Context: an optimization exercise on an open-source flow, tuned for small area, a short achievable clock period and few clock cycles per item. The choices shown serve that exercise and are no tape-out recipe.
Where RTL was checked, it was by simulation tests only, not by an equivalence proof against the original.
The clock input has no modelled driver; a real chip could not lean on it and would need a root buffer or a full tree.
No activity file was given, so power comes from the tool's default toggle rates.

build 81:
// mac_neuron
module mac_neuron(
	input clk,
	input rst,
	input in_valid,
	output in_ready,
	input [15:0] in_x,
	input [15:0] in_w,
	input in_last,
	output reg out_valid,
	output [15:0] out_data
);
assign in_ready = 1'b1;
reg [15:0] xn;
reg v0, l0;
reg [7:0] b_onen, b_twon, b_neg;
reg [23:0] ha_r, hb_r;
reg cl_r, zl_r, v1, l1;
reg zl0, sg0, sg1;
reg [15:0] m_r;
reg v2, l2;
reg [15:0] acc;
reg first;
wire bs1;
wire pp2;
wire bs3;
wire pp4;
wire bs5;
wire pp6;
wire bs7;
wire pp8;
wire bs9;
wire pp10;
wire bs11;
wire pp12;
wire bs13;
wire pp14;
wire bs15;
wire pp16;
wire bs17;
wire pp18;
wire bs19;
wire pp20;
wire bs21;
wire pp22;
wire bs23;
wire pp24;
wire bs25;
wire pp26;
wire bs27;
wire pp28;
wire bs29;
wire pp30;
wire bs31;
wire pp32;
wire bs33;
wire pp34;
wire bs35;
wire pp36;
wire bs37;
wire pp38;
wire bs39;
wire pp40;
wire bs41;
wire pp42;
wire bs43;
wire pp44;
wire bs45;
wire pp46;
wire bs47;
wire pp48;
wire bs49;
wire pp50;
wire bs51;
wire pp52;
wire bs53;
wire pp54;
wire bs55;
wire pp56;
wire bs57;
wire pp58;
wire bs59;
wire pp60;
wire bs61;
wire pp62;
wire bs63;
wire pp64;
wire bs65;
wire pp66;
wire bs67;
wire pp68;
wire bs69;
wire pp70;
wire bs71;
wire pp72;
wire bs73;
wire pp74;
wire bs75;
wire pp76;
wire bs77;
wire pp78;
wire bs79;
wire pp80;
wire bs81;
wire pp82;
wire bs83;
wire pp84;
wire bs85;
wire pp86;
wire bs87;
wire pp88;
wire bs89;
wire pp90;
wire bs91;
wire pp92;
wire bs93;
wire pp94;
wire bs95;
wire pp96;
wire bs97;
wire pp98;
wire bs99;
wire pp100;
wire bs101;
wire pp102;
wire bs103;
wire pp104;
wire bs105;
wire pp106;
wire bs107;
wire pp108;
wire bs109;
wire pp110;
wire bs111;
wire pp112;
wire bs113;
  ...
clock: 11.0 ns
lec_check: 0
cap_margin: 20
core_margin: 2
core_utilization: 40
cts_buf_list: sky130_fd_sc_hd__clkbuf_4 sky130_fd_sc_hd__clkbuf_8
cts_cluster_size: 40
place_density: 0.6
slew_margin: 20
synth_hierarchical: 1
standard.sh (not shown) runs the stock make flow with config.mk's settings and CLKGATE_MAP_FILE= SYNTH_SCRIPT=/design/flow/synth_recipe.tcl, a recipe that flattens the netlist after the stock synthesis.
==> flow/flow/run.sh <==
#!/bin/bash
set -euo pipefail
source flow/env.sh
bash standard.sh > std_flow.log 2>&1
==> flow/flow/env.sh <==
export SETUP_SLACK_MARGIN=7.7
export BUFFER_PORTS_ARGS="-buffer_cell sky130_fd_sc_hd__buf_1"
Build 81: flow completed, timing, DRC and antenna clean
Testbench counts of build 81, summed over its fixed seeds: cycles 8,224, items 8,192.
> inputs changed (build 81 -> trial 18)
--- a/flow/design.v
+++ b/flow/design.v
@@ -11,15 +11,15 @@
 );
 assign in_ready = 1'b1;
 reg [15:0] xn;
 reg v0, l0;
 reg [7:0] b_onen, b_twon, b_neg;
 reg [23:0] ha_r, hb_r;
 reg cl_r, zl_r, v1, l1;
-reg zl0, sg0, sg1;
+reg zl0;
 reg [15:0] m_r;
 reg v2, l2;
 reg [15:0] acc;
 reg first;
 wire bs1;
 wire pp2;
 wire bs3;
@@ -774,17 +774,16 @@
 	assign zw[gj] = zw[gj-1] & ~in_w[gj-1];
 end endgenerate
 wire zlow = |(zx & {zw[0], zw[1], zw[2], zw[3], zw[4], zw[5], zw[6], zw[7], zw[8]});
 always @(posedge clk) begin
 	b_onen <= e_onen;
 	b_twon <= e_twon;
 	b_neg <= e_neg;
-	xn <= ~(in_x & {16{in_valid & ~rst}});
+	xn <= ~in_x;
 	zl0 <= zlow;
-	sg0 <= in_x[15] ^ in_w[15];
 	l0 <= in_last;
 	v0 <= in_valid & ~rst;
 end
 nor2_c u_bs1 (.a(b_onen[0]), .b(xn[0]), .y(bs1));
 xor2_c u_pp2 (.a(bs1), .b(b_neg[0]), .y(pp2));
 o22ai_c u_bs3 (.a1(b_onen[0]), .a2(xn[1]), .b1(b_twon[0]), .b2(xn[0]), .y(bs3));
 xor2_c u_pp4 (.a(bs3), .b(b_neg[0]), .y(pp4));
@@ -1376,33 +1375,24 @@
 wire [23:0] s_hi = {sm657, sm656, sm655, sm654, sm653, sm652, sm651, sm650, sm649, sm648, sm647, sm646, sm645, sm644, sm643, sm642, sm641, sm640, sm639, sm638, sm637, sm636, sm635, sm634};
 wire [15:0] a_s = {sm741, sm740, sm739, sm738, sm737, sm736, sm735, sm734, sm733, sm732, sm731, sm730, sm729, sm728, sm727, s658};
 always @(posedge clk) begin
 	ha_r <= {1'b1, pp272, s494, s492, s490, s488, s486, s484, s482, s480, s478, s476, s474, s472, s470, s468, s466, s464, s462, s460, s458, s456, s454, c412};
 	hb_r <= {1'b0, pp270, c493, c491, c489, c487, c485, c483, c481, c479, c477, c475, c473, c471, c469, c467, c465, c463, c461, c459, c457, c455, c453, s452};
 	cl_r <= g521;
 	zl_r <= zl0;
-	sg1 <= sg0;
 	l1 <= l0;
 	v1 <= v0 & ~rst;
 end
 wire tie = zl_r & ~s_hi[0];
 wire [22:0] q = {s_hi[23:2], s_hi[1] & ~tie};
-wire [23:0] hp = {s572, s570, s568, s566, s564, s562, s560, s558, s556, s554, s552, s550, s548, s546, s544, s542, s540, s538, s536, s534, s532, s530, s528, s526};
-wire [23:0] hg = {c573, c571, c569, c567, c565, c563, c561, c559, c557, c555, c553, c551, c549, c547, c545, c543, c541, c539, c537, c535, c533, c531, c529, c527};
-wire [23:0] hor = ha_r | hb_r;
-wire z15 = (hp[2] == g622) & (hp[15:3] == hor[14:2]) & ~q[0];
-wire top_z = (hp[23:17] == hor[22:16]);
-wire top_o = (hp[23:17] == ~hg[22:16]);
-wire t16 = s_hi[16];
-wire top_eq = t16 ? top_o : top_z;
-wire q_pos = ~top_eq & ~sg1;
-wire q_neg = (~top_eq & sg1) | (t16 & top_o & z15);
+wire q_pos = ~q[22] & (|q[21:15]);
+wire q_neg = q[22] & (~&q[21:15] | ~|q[14:0]);
 wire [15:0] m = q_pos ? 16'h7FFF : q_neg ? 16'h8001 : q[15:0];
 always @(posedge clk) begin
-	m_r <= m;
+	m_r <= v1 ? m : 16'h0000;
 	l2 <= l1;
 	v2 <= v1 & ~rst;
 end
 wire a_pos = ~acc[15] & ~m_r[15] & a_s[15];
 wire a_neg = acc[15] & m_r[15] & (~a_s[15] | ~|a_s[14:0]);
 wire [15:0] acc_sat = a_pos ? 16'h7FFF : a_neg ? 16'h8001 : a_s;
 always @(posedge clk) begin
==> comparison <==
Trial 18 did not stop at any stage, and its layout met the timing, design-rule and antenna checks. A startpoint of the worst setup timing path of ha_r[0] is what trial 18 shows, while acc[15] belongs to build 81. Going from build 81 to trial 18, non-clock inverter instance count of the final layout down 7; setup slack of the critical path after layout down 86 ps. Synthesis-to-finish area growth was lower in the run labelled build 81. Fraction of layout instances using a drive strength above 1 (trial 18 over build 81): increase, 2.2 points. Final non-filler cell area: trial 18 lower than build 81. Compared with build 81, trial 18 shows count of plain and timing-repair buffers that has gone up by more than 10%. Trial 18 vs build 81, distinct cell type count of the synthesized netlist went down by about 5%. Synthesized area: trial 18 better than build 81. Build 81 vs trial 18, endpoint of the worst setup timing path: out_data[15] vs m_r[13]. Between trial 18 and build 81, the total power consumption of the routed design is lower for build 81. Taking build 81 as the reference, in trial 18 aggregate global-route resource usage rose 0.65 points; proportion of power drawn by combinational gates rose 5.2 points. Run comparison: trial 18 critical setup path kind flip-flop to flip-flop; build 81 critical setup path kind flip-flop to output port. Against build 81 as the reference, trial 18 delivers a higher average vias per placed instance.
Function not checked in trial 18: the RTL went through the layout flow alone.

---

mac_neuron, a different RTL version from the one above (not shown whole).
Size in the first run: ~900 cells after synthesis, about 130 flip-flops, about 54 I/O pins, roughly 9500 um2 of cells after synthesis.
Settings: LEC_CHECK=0, CAP_MARGIN=20, CORE_MARGIN=2, CORE_UTILIZATION=40, CTS_BUF_LIST=sky130_fd_sc_hd__clkbuf_4 sky130_fd_sc_hd__clkbuf_8, CTS_CLUSTER_SIZE=40, PLACE_DENSITY=0.6, SLEW_MARGIN=20, SYNTH_HIERARCHICAL=1; clock period 11.0 ns.
Scripts as last shown in full above: flow/flow/run.sh
Other scripts of this flow, unchanged in this note and not shown: flow/flow/env.sh, flow/flow/manual_cts.tcl
Testbench counts at the start, summed over its fixed seeds: cycles 8,224, items 8,192.
==> next run, changes <==
--- a/flow/design.v
+++ b/flow/design.v
@@ -10,17 +10,17 @@
 	output [15:0] out_data
 );
 assign in_ready = 1'b1;
 reg [15:0] xn;
 reg v0, l0;
 reg [7:0] b_onen, b_twon, b_neg;
 reg [23:0] ha_r, hb_r;
 reg cl_r, zl_r, v1, l1;
-reg zl0, sg1;
+reg zl0, sg0, sg1;
 reg [15:0] m_r;
 reg v2, l2;
 reg [15:0] acc;
 reg first;
 wire bs1;
 wire pp2;
 wire bs3;
 wire pp4;
@@ -775,16 +775,17 @@
 end endgenerate
 wire zlow = |(zx & {zw[0], zw[1], zw[2], zw[3], zw[4], zw[5], zw[6], zw[7], zw[8]});
 always @(posedge clk) begin
 	b_onen <= e_onen;
 	b_twon <= e_twon;
 	b_neg <= e_neg;
 	xn <= ~(in_x & {16{in_valid & ~rst}});
 	zl0 <= zlow;
+	sg0 <= in_x[15] ^ in_w[15];
 	l0 <= in_last;
 	v0 <= in_valid & ~rst;
 end
 nor2_c u_bs1 (.a(b_onen[0]), .b(xn[0]), .y(bs1));
 xor2_c u_pp2 (.a(bs1), .b(b_neg[0]), .y(pp2));
 o22ai_c u_bs3 (.a1(b_onen[0]), .a2(xn[1]), .b1(b_twon[0]), .b2(xn[0]), .y(bs3));
 xor2_c u_pp4 (.a(bs3), .b(b_neg[0]), .y(pp4));
 o22ai_c u_bs5 (.a1(b_onen[0]), .a2(xn[2]), .b1(b_twon[0]), .b2(xn[1]), .y(bs5));
@@ -1374,17 +1375,17 @@
 xor2_c u_sm741 (.a(s688), .b(g726), .y(sm741));
 wire [23:0] s_hi = {sm657, sm656, sm655, sm654, sm653, sm652, sm651, sm650, sm649, sm648, sm647, sm646, sm645, sm644, sm643, sm642, sm641, sm640, sm639, sm638, sm637, sm636, sm635, sm634};
 wire [15:0] a_s = {sm741, sm740, sm739, sm738, sm737, sm736, sm735, sm734, sm733, sm732, sm731, sm730, sm729, sm728, sm727, s658};
 always @(posedge clk) begin
 	ha_r <= {1'b1, pp272, s494, s492, s490, s488, s486, s484, s482, s480, s478, s476, s474, s472, s470, s468, s466, s464, s462, s460, s458, s456, s454, c412};
 	hb_r <= {1'b0, pp270, c493, c491, c489, c487, c485, c483, c481, c479, c477, c475, c473, c471, c469, c467, c465, c463, c461, c459, c457, c455, c453, s452};
 	cl_r <= g521;
 	zl_r <= zl0;
-	sg1 <= ~xn[15] ^ b_neg[7];   
+	sg1 <= sg0;
 	l1 <= l0;
 	v1 <= v0 & ~rst;
 end
 wire tie = zl_r & ~s_hi[0];
 wire [22:0] q = {s_hi[23:2], s_hi[1] & ~tie};
 wire [23:0] hp = {s572, s570, s568, s566, s564, s562, s560, s558, s556, s554, s552, s550, s548, s546, s544, s542, s540, s538, s536, s534, s532, s530, s528, s526};
 wire [23:0] hg = {c573, c571, c569, c567, c565, c563, c561, c559, c557, c555, c553, c551, c549, c547, c545, c543, c541, c539, c537, c535, c533, c531, c529, c527};
 wire [23:0] hor = ha_r | hb_r;
After rerunning: The changed run produced a clean layout. Cell count hardly moves. Global-route usage shrinks by 0.51 points. Wire length shrinks by 3.8%. Worst setup slack improves by 0.0039 ns. Synthesized cell count barely changes. Design area stays flat. Power grows by 0.71%. Sequential share of layout area increases by 0.13 points. Synthesized area hardly moves. First-iteration DRC count came out lower by 29%. Die area hardly moves. Core utilization is about the same. Clock skew is higher by 0.0041 ns.
Testbench counts after the change, summed over its fixed seeds: cycles 8,224, items 8,192.
No run of this note takes its clock network from TritonCTS; it comes from the design's own scripts or RTL.

[separate check: timing with driven ports]
The results above use ideal ports. As a check the final layouts listed here were re-extracted and re-timed, cells and wires unchanged. Step 1, drivers: a clkbuf_16 drives clk and a buf_2 each remaining input, both assumed. Step 2 adds t to the input delays and takes it off the output delays; t is the mean of the earliest and latest rising clock arrival at the registers after step 1. Input paths then give back, and output paths get back, about the clock's delay inside the block. a / b / c = no drivers / after step 1 / after step 2; a / b = the first two.
run	shift t [ns]	setup slack, ns	hold WS [ns]	worst setup path after step 2	slew at the worst register clock pin (ns)
build 81	0.485	7.809 / 7.764 / 7.708	0.334 / 0.334 / 0.334	input to register	0.09 / 0.09
trial 18	0.485	7.723 / 7.723 / 7.723	0.331 / 0.331 / 0.331	register to register	0.09 / 0.09
the first run of note 2	0.365	7.940 / 7.877 / 7.736	0.328 / 0.328 / 0.328	input to register	0.08 / 0.08
the second run of note 2	0.362	7.944 / 7.885 / 7.715	0.329 / 0.329 / 0.329	input to register	0.08 / 0.08
After both steps every run listed still meets setup and hold. For the second run of note 2, which loses most, drivers alone change the setup slack by -0.059 ns; drivers and shift together by -0.229 ns.
